Background: an optimization exercise with open tools, aiming at small area. Do not read the settings as production practice.
Function was checked by simulation only, so behaviour that the tests miss may differ from the original.
The flow treats the clock pin as an ideal source, which a real chip does not have.
Power is estimated from default activity; no workload was simulated.

## vga_demo
module vga_demo(ClkPort, vga_h_sync, vga_v_sync, vga_r, vga_g, vga_b, Sw0, Sw1, btnU, btnR, btnL,
	St_ce_bar, St_rp_bar, Mt_ce_bar, Mt_St_oe_bar, Mt_St_we_bar,
	An0, An1, An2, An3, Ca, Cb, Cc, Cd, Ce, Cf, Cg, Dp,
	LD0, LD1, LD2, LD3, LD4, LD5, LD6, LD7);
	input ClkPort, btnU, btnR, btnL, Sw0, Sw1;
	output St_ce_bar, St_rp_bar, Mt_ce_bar, Mt_St_oe_bar, Mt_St_we_bar;
	output vga_h_sync, vga_v_sync, vga_r, vga_g, vga_b;
	output An0, An1, An2, An3, Ca, Cb, Cc, Cd, Ce, Cf, Cg, Dp;
	output LD0, LD1, LD2, LD3, LD4, LD5, LD6, LD7;
	reg vga_r, vga_g, vga_b;
	wire board_clk = ClkPort;
	wire reset = Sw0;
	reg [12:0] DIV_CLK;
	always @(posedge board_clk)
		if (reset)
			DIV_CLK <= 13'd0;
		else
			DIV_CLK <= DIV_CLK + 1'b1;
	wire pixel_ce = (DIV_CLK[1:0] == 2'b01);
	wire game_ce = (DIV_CLK == 13'h0FFF);
	wire scan_win = (DIV_CLK[12:4] == 9'h0FF);    
	assign {St_ce_bar, St_rp_bar, Mt_ce_bar, Mt_St_oe_bar, Mt_St_we_bar} = 5'b11111;
	wire inDisplayArea;
	wire [9:0] CounterX, CounterY;
	hvsync_generator syncgen(.clk(board_clk), .ce(pixel_ce), .reset(reset), .vga_h_sync(vga_h_sync),
		.vga_v_sync(vga_v_sync), .inDisplayArea(inDisplayArea), .CounterX(CounterX), .CounterY(CounterY));
	wire [9:0] position, projX, returnX;
	wire [7:0] py;
	wire [8:0] returnY, topY;
	wire [4:0] base;
	wire [14:0] alive;
	wire [3:0] score;
	ee354_spinvaders_sm Invaders(.Clk(board_clk), .ce(game_ce), .win(scan_win), .p(DIV_CLK[3:0]), .reset(reset),
		.L(btnL), .R(btnR), .shoot(btnU), .position(position), .projX(projX), .py(py),
		.returnX(returnX), .returnY(returnY), .topY(topY), .base(base), .alive(alive), .score(score));
	wire [11:0] e = {2'b0, CounterY} + 12'd16 - {3'b0, topY};
	wire row0 = (e >= 12'd6) && (e <= 12'd26);
	wire row1 = (e >= 12'd56) && (e <= 12'd76);
  ...
For scale: about 1800 cells after synthesis, about 220 flip-flops, ~36 I/O pins, roughly 16000 µm² of cells after synthesis.
Settings: LEC_CHECK=0, CAP_MARGIN=20, CORE_MARGIN=2, CORE_UTILIZATION=60, CTS_BUF_LIST=sky130_fd_sc_hd__clkbuf_8, CTS_CLUSTER_DIAMETER=60, CTS_CLUSTER_SIZE=18, PLACE_DENSITY=0.75, SLEW_MARGIN=20; clock period 10.0 ns.
run.sh (not shown) runs the stock make flow with config.mk's settings and CLKGATE_MAP_FILE= SYNTH_SCRIPT=/design/flow/synth_recipe.tcl, a recipe that flattens the netlist after the stock synthesis.
Next try:
CTS_CLUSTER_DIAMETER = 50   (was 60)
CTS_CLUSTER_SIZE = 12   (was 18)
Result:
- first-iteration DRC count went down by a few percent
- count of clock-buffer cells in the layout went up by 10
- final area went up slightly
- die area is unchanged
- synthesized cell count does not change
- maximum frequency went down slightly
- area after synthesis does not change
- clock skew went up by 7.5 ps
Next try:
CORE_UTILIZATION = 40   (was 60)
CTS_BUF_LIST = default   (was sky130_fd_sc_hd__clkbuf_8)
CTS_CLUSTER_DIAMETER = default   (was 50)
CTS_CLUSTER_SIZE = default   (was 12)
PLACE_DENSITY = 0.6   (was 0.75)
Sequential power barely changes. Worst setup slack degrades by 42 ps. Cell area climbs by 2.5%. Routed wire length climbs by 5.2%. Die area climbs by 49%. Clock skew drops by 21 ps. Clock power climbs by 28%. First-iteration DRC count drops by 6.1%. Combinational power is about the same. Core utilization drops by 21 points. Via count drops by 1.4%.
Next try:
CORE_UTILIZATION = 60   (was 40)
CTS_BUF_LIST = sky130_fd_sc_hd__clkbuf_4   (was default)
CTS_CLUSTER_DIAMETER = 30   (was default)
CTS_CLUSTER_SIZE = 8   (was default)
PLACE_DENSITY = 0.75   (was 0.6)
Effect:
- total power falls by 3.3%
- worst setup slack gets worse by 21 ps
- maximum frequency drops by 0.35%
- core utilization grows by 22 points
- critical path depth does not change
- via count is higher by 2.4%
- area after synthesis does not change
- routed wire length decreases by 4.6%


vga_demo, a different RTL version from the one above (not shown whole).
Size: about 1800 cells after synthesis, ~0.016 mm² of cells after synthesis.
==> flow/design.v (excerpt) <==
module vga_demo(ClkPort, vga_h_sync, vga_v_sync, vga_r, vga_g, vga_b, Sw0, Sw1, btnU, btnR, btnL,
	St_ce_bar, St_rp_bar, Mt_ce_bar, Mt_St_oe_bar, Mt_St_we_bar,
	An0, An1, An2, An3, Ca, Cb, Cc, Cd, Ce, Cf, Cg, Dp,
	LD0, LD1, LD2, LD3, LD4, LD5, LD6, LD7);
	input ClkPort, btnU, btnR, btnL, Sw0, Sw1;
	output St_ce_bar, St_rp_bar, Mt_ce_bar, Mt_St_oe_bar, Mt_St_we_bar;
	output vga_h_sync, vga_v_sync, vga_r, vga_g, vga_b;
	output An0, An1, An2, An3, Ca, Cb, Cc, Cd, Ce, Cf, Cg, Dp;
	output LD0, LD1, LD2, LD3, LD4, LD5, LD6, LD7;
	reg vga_r, vga_g, vga_b;
	wire board_clk = ClkPort;
	wire reset = Sw0;
	reg [12:0] DIV_CLK;
	always @(posedge board_clk)
		if (reset)
			DIV_CLK <= 13'd0;
		else
			DIV_CLK <= DIV_CLK + 1'b1;
	wire pixel_ce = (DIV_CLK[1:0] == 2'b01);
	wire game_ce = (DIV_CLK == 13'h0FFF);
	wire scan_win = (DIV_CLK[12:4] == 9'h0FF);    
	assign {St_ce_bar, St_rp_bar, Mt_ce_bar, Mt_St_oe_bar, Mt_St_we_bar} = 5'b11111;
	wire inDisplayArea;
	wire [9:0] CounterX, CounterY;
  ...
make LEC_CHECK=0 CAP_MARGIN=20 CORE_MARGIN=2 CORE_UTILIZATION=60 CTS_BUF_LIST=sky130_fd_sc_hd__clkbuf_8 CTS_CLUSTER_DIAMETER=50 CTS_CLUSTER_SIZE=15 PLACE_DENSITY=0.75 SLEW_MARGIN=20 finish   # period 10.0 ns
Change:
CTS_BUF_LIST = sky130_fd_sc_hd__clkbuf_16   (was sky130_fd_sc_hd__clkbuf_8)
CTS_CLUSTER_DIAMETER = 80   (was 50)
CTS_CLUSTER_SIZE = 30   (was 15)
Synthesized area does not change.
Total power is higher by about 0.64%.
Non-clock buffer count is unchanged.
Routed wire length grows by about 0.34%.
Clock-buffer cell count came out lower by 10.
Global-route usage rose by 0.12 points.
Setup slack is worse by 0.041 ns.
Via count is lower by about 0.7%.
Final cell count falls by 1.0%.
Clock power rose by about 3%.
Maximum frequency decreases by about 0.7%.


Setup of maple:
vga_demo, a different RTL version from the one above (not shown whole).
Size in the first run: roughly 1,500 cells after synthesis, about 36 I/O pins, ~12,000 um2 of cells after synthesis.
==> flow/config.mk <==
export PLATFORM = sky130hd
export DESIGN_NAME = vga_demo
export DESIGN_NICKNAME = vga_demo
export VERILOG_FILES = /design/flow/design.v
export SDC_FILE = /design/flow/constraint.sdc
export NUM_CORES = 4
export LEC_CHECK = 0
export CAP_MARGIN = 20
export CORE_MARGIN = 2
export CORE_UTILIZATION = 60
export CTS_BUF_LIST = sky130_fd_sc_hd__clkbuf_4 sky130_fd_sc_hd__clkbuf_8
export CTS_CLUSTER_DIAMETER = 80
export CTS_CLUSTER_SIZE = 16
export PLACE_DENSITY = 0.75
export SLEW_MARGIN = 20
==> flow/constraint.sdc <==
create_clock -name core_clock -period 10.0 [get_ports {ClkPort}]
set_input_delay 2.0000 -clock core_clock [delete_from_list [all_inputs] [get_ports {ClkPort}]]
set_output_delay 2.0000 -clock core_clock [all_outputs]
set_load 0.01 [all_outputs]
standard.sh (not shown) runs the stock make flow with config.mk's settings and CLKGATE_MAP_FILE= SYNTH_SCRIPT=/design/flow/synth_recipe.tcl, a recipe that flattens the netlist after the stock synthesis.
==> flow/flow/run.sh <==
#!/bin/bash
# Layout flow: the standard flow, with one extra step after synthesis that
# re-maps the combinational logic of the standard synthesis netlist for area
# (ABC: deepsyn, choices, area mapping).  Flip-flops are left untouched.
# After global placement the port buffers are made the smallest buffer, and after
# clock tree synthesis its dummy loads are removed.
# Each tool writes its full output to a log file of its own in this folder.
set -uo pipefail
W=$PWD
F=$W/flow
R=$W/orfs/results/${FLOW_PLATFORM}/vga_demo/base
LIB=$FLOW_HOME/platforms/${FLOW_PLATFORM}/lib/sky130_fd_sc_hd__tt_025C_1v80.lib
YOSYS=$FLOW_HOME/../tools/install/yosys/bin/yosys
[ -x "$YOSYS" ] || YOSYS=$(command -v yosys)

bash standard.sh synth > $W/std_synth.log 2>&1 || exit 1

cp $R/1_2_yosys.v $W/std_1_2_yosys.v
KEEP=$(grep -oE 'sky130_fd_sc_hd__(df|edf|sdf|dl|conb)[a-z0-9_]*' $W/std_1_2_yosys.v | sort -u | tr '\n' ' ')
ff() { grep -oE '^\s*sky130_fd_sc_hd__(df|edf|sdf|dl)[a-z0-9_]* \S+' $1 | sed 's/^\s*//' | sort; }
# four ABC runs with different seeds, in parallel; the smallest valid netlist is used
for S in 0 1 2 3; do
  sed -e "s/{SEED}/$S/" $F/resyn.abc > $W/resyn_$S.abc
  sed -e "s#{LIB}#$LIB#g" -e "s#{IN}#$W/std_1_2_yosys.v#" -e "s#{OUT}#$W/resyn_$S.v#g" \
      -e "s#{ABC}#$W/resyn_$S.abc#" -e "s#{KEEP}#$KEEP#" -e "s#{DONTUSE}#$(cat $F/dont_use.txt)#" \
      $F/resyn.ys > $W/resyn_$S.ys
  timeout 1200 $YOSYS -s $W/resyn_$S.ys > $W/resyn_$S.log 2>&1 &
done
wait
best=""; bestarea=""
for S in 0 1 2 3; do
  v=$W/resyn_$S.v
  [ -s $v ] && [ -s $v.stat ] || continue
  [ "$(ff $W/std_1_2_yosys.v)" == "$(ff $v)" ] || continue
  grep -qE '^\s*\\?\$' $v && continue
  a=$(grep "Chip area" $v.stat | awk '{print $NF}')
  echo "seed $S: area $a" >> $W/resyn.log
  if [ -z "$best" ] || awk "BEGIN{exit !($a < $bestarea)}"; then best=$v; bestarea=$a; fi
done
if [ -n "$best" ]; then
  cp $best $R/1_2_yosys.v
  rm -f $R/1_synth.odb $R/1_synth.sdc
  echo "re-mapped netlist in use: $best" >> $W/resyn.log
else
  echo "no re-mapped netlist passed the checks; standard netlist kept" >> $W/resyn.log
fi

OPENROAD=$(command -v openroad || echo $FLOW_HOME/../tools/install/OpenROAD/bin/openroad)
bash standard.sh $R/3_3_place_gp.odb > $W/std_place_gp.log 2>&1 || exit 1
EDIT_DB=$R/3_3_place_gp.odb $OPENROAD -no_init -exit $F/edit_ports.tcl > $W/edit_ports.log 2>&1
bash standard.sh $R/4_1_cts.odb > $W/std_cts.log 2>&1 || exit 1
EDIT_DB=$R/4_1_cts.odb $OPENROAD -no_init -exit $F/edit_cts.tcl > $W/edit_cts.log 2>&1
bash standard.sh > $W/std_finish.log 2>&1
==> flow/flow/resyn.abc <==
strash
&get -n
&deepsyn -T 60 -S {SEED}
&put
dch -f
amap -F 40 -A 40
topo
Other scripts of this flow, unchanged in this note and not shown: flow/flow/dont_use.txt, flow/flow/edit_cts.tcl, flow/flow/edit_ports.tcl, flow/flow/resyn.ys
maple: no failed stages, no open violations at the end
#### Input delta (raven over maple)
Settings: changing CTS_BUF_LIST from sky130_fd_sc_hd__clkbuf_4 sky130_fd_sc_hd__clkbuf_8 to sky130_fd_sc_hd__clkbuf_8.
diff --git a/flow/flow/run.sh b/flow/flow/run.sh
--- a/flow/flow/run.sh
+++ b/flow/flow/run.sh
@@ -20,4 +20,4 @@
 ff() { grep -oE '^\s*sky130_fd_sc_hd__(df|edf|sdf|dl)[a-z0-9_]* \S+' $1 | sed 's/^\s*//' | sort; }
-# four ABC runs with different seeds, in parallel; the smallest valid netlist is used
-for S in 0 1 2 3; do
+# three ABC runs with different seeds, in parallel; the smallest valid netlist is used
+for S in 1 2 3; do
   sed -e "s/{SEED}/$S/" $F/resyn.abc > $W/resyn_$S.abc
@@ -30,3 +30,3 @@
 best=""; bestarea=""
-for S in 0 1 2 3; do
+for S in 1 2 3; do
   v=$W/resyn_$S.v
Results
- Cmp maple and raven / required time at the endpoint of the critical path / higher: raven
- The fraction of cell area in non-clock buffers of raven and that of maple are within noise of each other.
- Side by side, power turned out lower in raven than in maple.
- maple -> raven: per-cell routed wire length increased by a few percent
- raven can be clocked faster than maple.
- Delta(overall global routing resource usage, raven - maple) > 0
- Synthesis-to-finish area growth: raven vs maple down 0.22 points
--- input diff raven..lagoon ---
Settings: an added GPL_TIMING_DRIVEN of 0; a change of CTS_CLUSTER_DIAMETER from 80 to 50; a change of CTS_CLUSTER_SIZE from 16 to 15.
==> flow/flow/run.sh <==
#!/bin/bash
# Layout flow: the standard flow, with one extra step after synthesis that
# re-maps the combinational logic of the standard synthesis netlist for area
# (ABC: deepsyn, choices, area mapping).  Flip-flops are left untouched.
# After global placement the port buffers are made the smallest buffer, and after
# clock tree synthesis its dummy loads are removed.
# Each tool writes its full output to a log file of its own in this folder.
set -uo pipefail
W=$PWD
F=$W/flow
R=$W/orfs/results/${FLOW_PLATFORM}/vga_demo/base
LIB=$FLOW_HOME/platforms/${FLOW_PLATFORM}/lib/sky130_fd_sc_hd__tt_025C_1v80.lib
YOSYS=$FLOW_HOME/../tools/install/yosys/bin/yosys
[ -x "$YOSYS" ] || YOSYS=$(command -v yosys)

bash standard.sh synth > $W/std_synth.log 2>&1 || exit 1

cp $R/1_2_yosys.v $W/std_1_2_yosys.v
KEEP=$(grep -oE 'sky130_fd_sc_hd__(df|edf|sdf|dl|conb)[a-z0-9_]*' $W/std_1_2_yosys.v | sort -u | tr '\n' ' ')
sed -e "s#{LIB}#$LIB#g" -e "s#{IN}#$W/std_1_2_yosys.v#" -e "s#{OUT}#$W/resyn.v#g" \
    -e "s#{ABC}#$F/resyn.abc#" -e "s#{KEEP}#$KEEP#" -e "s#{DONTUSE}#$(cat $F/dont_use.txt)#" \
    $F/resyn.ys > $W/resyn.ys
timeout 1200 $YOSYS -s $W/resyn.ys > $W/resyn.log 2>&1
ok=$?
# use the re-mapped netlist only if it holds the same flip-flops and only library cells
if [ $ok -eq 0 ] && [ -s $W/resyn.v ]; then
  ff() { grep -oE '^\s*sky130_fd_sc_hd__(df|edf|sdf|dl)[a-z0-9_]* \S+' $1 | sed 's/^\s*//' | sort; }
  if [ "$(ff $W/std_1_2_yosys.v)" == "$(ff $W/resyn.v)" ] && ! grep -qE '^\s*\\?\$' $W/resyn.v; then
    cp $W/resyn.v $R/1_2_yosys.v
    rm -f $R/1_synth.odb $R/1_synth.sdc
    echo "re-mapped netlist in use" >> $W/resyn.log
  else
    echo "re-mapped netlist refused; standard netlist kept" >> $W/resyn.log
  fi
fi

OPENROAD=$(command -v openroad || echo $FLOW_HOME/../tools/install/OpenROAD/bin/openroad)
bash standard.sh $R/3_3_place_gp.odb > $W/std_place_gp.log 2>&1 || exit 1
EDIT_DB=$R/3_3_place_gp.odb $OPENROAD -no_init -exit $F/edit_ports.tcl > $W/edit_ports.log 2>&1
bash standard.sh $R/4_1_cts.odb > $W/std_cts.log 2>&1 || exit 1
EDIT_DB=$R/4_1_cts.odb $OPENROAD -no_init -exit $F/edit_cts.tcl > $W/edit_cts.log 2>&1
bash standard.sh > $W/std_finish.log 2>&1
==> flow/flow/resyn.abc <==
strash
&get -n
&deepsyn -T 60
&put
dch -f
amap -F 40 -A 40
topo
## What came out
lagoon vs raven — area of all placed cells without fillers climbed slightly
Share of the cycle needed by the critical path after routing up 0.53 points in lagoon wrt raven
Comparing lagoon and raven, the higher register-to-register slack was measured on raven.
Taking raven as the reference, in lagoon number of endpoints failing setup at the final stage held steady; number of clock buffers in the layout grew by 7; total chip power grew by about 5%.
## Diff of input files: zinc against lagoon
Settings: GPL_TIMING_DRIVEN no longer set, was 0.
--- outcome ---
- Looking only at static leakage, and setting everything else aside, the higher value of lagoon and zinc goes to lagoon.
- The final critical path time including I/O delays and setup reported for zinc is smaller than that of lagoon by 0.10 ns.
- Per the comparison of zinc with lagoon, internal portion of total power rose about 1%; share of the cycle needed by the critical path after routing saw a decrease; setup slack increased 0.10 ns; weighted congestion at the end of routability-driven global placement picked up an extra 3.4%.
- Relative to lagoon, count of inserted antenna diode cells has decreased by 2 in zinc.
Here is what was changed in the inputs of harbor compared with zinc.
Settings: PLACE_DENSITY now 0.85, was 0.75; CORE_UTILIZATION now 70, was 60; CTS_CLUSTER_SIZE now 16, was 15; CTS_CLUSTER_DIAMETER now 80, was 50.
diff --git a/flow/flow/run.sh b/flow/flow/run.sh
--- a/flow/flow/run.sh
+++ b/flow/flow/run.sh
@@ -19,17 +19,28 @@
 KEEP=$(grep -oE 'sky130_fd_sc_hd__(df|edf|sdf|dl|conb)[a-z0-9_]*' $W/std_1_2_yosys.v | sort -u | tr '\n' ' ')
-sed -e "s#{LIB}#$LIB#g" -e "s#{IN}#$W/std_1_2_yosys.v#" -e "s#{OUT}#$W/resyn.v#g" \
-    -e "s#{ABC}#$F/resyn.abc#" -e "s#{KEEP}#$KEEP#" -e "s#{DONTUSE}#$(cat $F/dont_use.txt)#" \
-    $F/resyn.ys > $W/resyn.ys
-timeout 1200 $YOSYS -s $W/resyn.ys > $W/resyn.log 2>&1
-ok=$?
-# use the re-mapped netlist only if it holds the same flip-flops and only library cells
-if [ $ok -eq 0 ] && [ -s $W/resyn.v ]; then
-  ff() { grep -oE '^\s*sky130_fd_sc_hd__(df|edf|sdf|dl)[a-z0-9_]* \S+' $1 | sed 's/^\s*//' | sort; }
-  if [ "$(ff $W/std_1_2_yosys.v)" == "$(ff $W/resyn.v)" ] && ! grep -qE '^\s*\\?\$' $W/resyn.v; then
-    cp $W/resyn.v $R/1_2_yosys.v
-    rm -f $R/1_synth.odb $R/1_synth.sdc
-    echo "re-mapped netlist in use" >> $W/resyn.log
-  else
-    echo "re-mapped netlist refused; standard netlist kept" >> $W/resyn.log
-  fi
+ff() { grep -oE '^\s*sky130_fd_sc_hd__(df|edf|sdf|dl)[a-z0-9_]* \S+' $1 | sed 's/^\s*//' | sort; }
+# three ABC runs with different seeds, in parallel; the smallest valid netlist is used
+for S in 1 2 3; do
+  sed -e "s/{SEED}/$S/" $F/resyn.abc > $W/resyn_$S.abc
+  sed -e "s#{LIB}#$LIB#g" -e "s#{IN}#$W/std_1_2_yosys.v#" -e "s#{OUT}#$W/resyn_$S.v#g" \
+      -e "s#{ABC}#$W/resyn_$S.abc#" -e "s#{KEEP}#$KEEP#" -e "s#{DONTUSE}#$(cat $F/dont_use.txt)#" \
+      $F/resyn.ys > $W/resyn_$S.ys
+  timeout 1200 $YOSYS -s $W/resyn_$S.ys > $W/resyn_$S.log 2>&1 &
+done
+wait
+best=""; bestarea=""
+for S in 1 2 3; do
+  v=$W/resyn_$S.v
+  [ -s $v ] && [ -s $v.stat ] || continue
+  [ "$(ff $W/std_1_2_yosys.v)" == "$(ff $v)" ] || continue
+  grep -qE '^\s*\\?\$' $v && continue
+  a=$(grep "Chip area" $v.stat | awk '{print $NF}')
+  echo "seed $S: area $a" >> $W/resyn.log
+  if [ -z "$best" ] || awk "BEGIN{exit !($a < $bestarea)}"; then best=$v; bestarea=$a; fi
+done
+if [ -n "$best" ]; then
+  cp $best $R/1_2_yosys.v
+  rm -f $R/1_synth.odb $R/1_synth.sdc
+  echo "re-mapped netlist in use: $best" >> $W/resyn.log
+else
+  echo "no re-mapped netlist passed the checks; standard netlist kept" >> $W/resyn.log
 fi
==> flow/flow/resyn.abc <==
strash
&get -n
&deepsyn -T 60 -S {SEED}
&put
dch -f
amap -F 40 -A 40
topo
==> comparison <==
Clock tree cell share of total cell area (higher): zinc
Area growth from synthesis to final layout ended up 1.8 points lower on harbor than on zinc.
harbor against zinc; final non-filler cell total is down by a few percent.
Sort zinc and harbor by final worst slack, descending, and zinc comes first.
Re design area: zinc was higher than harbor.
Max detail-routed net length per standard cell across zinc and harbor: harbor
Compared with zinc, harbor shows final critical-path required period higher by 0.071 ns.
Of the two values seen for slowest cell on the critical path, sky130_fd_sc_hd__dfxtp_1 was produced by zinc and sky130_fd_sc_hd__a2111oi_0 by harbor.
Number of non-clock buffers for harbor: 4 down relative to zinc
Between zinc and harbor, power consumption decreased.
Compared to zinc, harbor has pin slew with the least headroom to its limit 0.10 ns lower.
Sum of net half-perimeters after detailed placement (lower): zinc
#### Input delta (indigo over harbor)
Settings: CTS_CLUSTER_SIZE: 16 -> 19; CTS_CLUSTER_DIAMETER: 80 -> 70; CORE_UTILIZATION: 70 -> 60; PLACE_DENSITY: 0.85 -> 0.75.
==> flow/flow/run.sh <==
#!/bin/bash
# Layout flow: the standard flow, with one extra step after synthesis that
# re-maps the combinational logic of the standard synthesis netlist for area
# (ABC: deepsyn, choices, area mapping).  Flip-flops are left untouched.
# After global placement the port buffers are made the smallest buffer, and after
# clock tree synthesis its dummy loads are removed.
# Each tool writes its full output to a log file of its own in this folder.
set -uo pipefail
W=$PWD
F=$W/flow
R=$W/orfs/results/${FLOW_PLATFORM}/vga_demo/base
LIB=$FLOW_HOME/platforms/${FLOW_PLATFORM}/lib/sky130_fd_sc_hd__tt_025C_1v80.lib
YOSYS=$FLOW_HOME/../tools/install/yosys/bin/yosys
[ -x "$YOSYS" ] || YOSYS=$(command -v yosys)

bash standard.sh synth > $W/std_synth.log 2>&1 || exit 1

cp $R/1_2_yosys.v $W/std_1_2_yosys.v
KEEP=$(grep -oE 'sky130_fd_sc_hd__(df|edf|sdf|dl|conb)[a-z0-9_]*' $W/std_1_2_yosys.v | sort -u | tr '\n' ' ')
sed -e "s#{LIB}#$LIB#g" -e "s#{IN}#$W/std_1_2_yosys.v#" -e "s#{OUT}#$W/resyn.v#g" \
    -e "s#{ABC}#$F/resyn.abc#" -e "s#{KEEP}#$KEEP#" -e "s#{DONTUSE}#$(cat $F/dont_use.txt)#" \
    $F/resyn.ys > $W/resyn.ys
timeout 1200 $YOSYS -s $W/resyn.ys > $W/resyn.log 2>&1
ok=$?
# use the re-mapped netlist only if it holds the same flip-flops and only library cells
if [ $ok -eq 0 ] && [ -s $W/resyn.v ]; then
  ff() { grep -oE '^\s*sky130_fd_sc_hd__(df|edf|sdf|dl)[a-z0-9_]* \S+' $1 | sed 's/^\s*//' | sort; }
  if [ "$(ff $W/std_1_2_yosys.v)" == "$(ff $W/resyn.v)" ] && ! grep -qE '^\s*\\?\$' $W/resyn.v; then
    cp $W/resyn.v $R/1_2_yosys.v
    rm -f $R/1_synth.odb $R/1_synth.sdc
    echo "re-mapped netlist in use" >> $W/resyn.log
  else
    echo "re-mapped netlist refused; standard netlist kept" >> $W/resyn.log
  fi
fi

OPENROAD=$(command -v openroad || echo $FLOW_HOME/../tools/install/OpenROAD/bin/openroad)
bash standard.sh $R/3_3_place_gp.odb > $W/std_place_gp.log 2>&1 || exit 1
EDIT_DB=$R/3_3_place_gp.odb $OPENROAD -no_init -exit $F/edit_ports.tcl > $W/edit_ports.log 2>&1
bash standard.sh $R/4_1_cts.odb > $W/std_cts.log 2>&1 || exit 1
EDIT_DB=$R/4_1_cts.odb $OPENROAD -no_init -exit $F/edit_cts.tcl > $W/edit_cts.log 2>&1
bash standard.sh > $W/std_finish.log 2>&1
==> flow/flow/resyn.abc <==
strash
&get -n
&deepsyn -T 60
&put
dch -f
amap -F 40 -A 40
topo
Findings:
- For indigo, the worst setup path startpoint was syncgen.CounterY[1], unlike harbor, where it was Sw0.
- indigo against harbor: total non-filler cell area in the finished layout went up; aggregate global-route resource usage went down; power went up; final core utilization went down.

## afterwards: timing with drivers on the ports
Ports are ideal in the flow. The routed layouts listed here were re-timed in OpenROAD.
Step 1 (the two cells are an assumption about what drives the block):
set clk [get_ports {ClkPort}]
set_driving_cell -lib_cell sky130_fd_sc_hd__clkbuf_16 $clk
set_driving_cell -lib_cell sky130_fd_sc_hd__buf_2 [delete_from_list [all_inputs] $clk]
Step 2 times the ports against the registers' clock, not the clock port: input delays grow and output delays shrink by t, the midpoint of the rising clock arrivals with the driver on.
Slacks: no drivers / after step 1 / after step 2; pairs: no drivers / after step 1.
run	t, ns	setup WS [ns]	worst setup path at the end	slew at the worst register clock pin (ns)	cell pins on the clock port's net
the first run of note 1	0.591	3.976 / 3.976 / 3.976	register to register	0.12 / 0.12	1
the second run of note 1	0.640	3.957 / 3.957 / 3.957	register to register	0.09 / 0.09	1
the third run of note 1	0.589	3.915 / 3.915 / 3.915	register to register	0.07 / 0.07	1
the fourth run of note 1	0.704	3.894 / 3.894 / 3.894	register to register	0.10 / 0.10	1
the first run of note 2	0.601	3.845 / 3.845 / 3.845	register to register	0.10 / 0.10	1
the second run of note 2	0.546	3.803 / 3.803 / 3.803	register to register	0.11 / 0.11	1
maple	0.559	1.046 / 1.046 / 1.046	register to register	0.11 / 0.11	1
raven	0.546	1.074 / 1.074 / 0.885	input to register	0.11 / 0.11	1
lagoon	0.574	1.021 / 1.021 / 0.471	input to register	0.09 / 0.09	1
zinc	0.589	1.122 / 1.122 / 1.122	register to register	0.09 / 0.09	1
harbor	0.556	1.051 / 1.067 / 0.511	input to register	0.12 / 0.12	1
indigo	0.551	1.093 / 1.093 / 1.093	register to register	0.12 / 0.12	1
After both steps every run listed still meets setup and hold. For lagoon, which loses most, drivers alone change the setup slack by 0.000 ns; drivers and shift together by -0.550 ns.
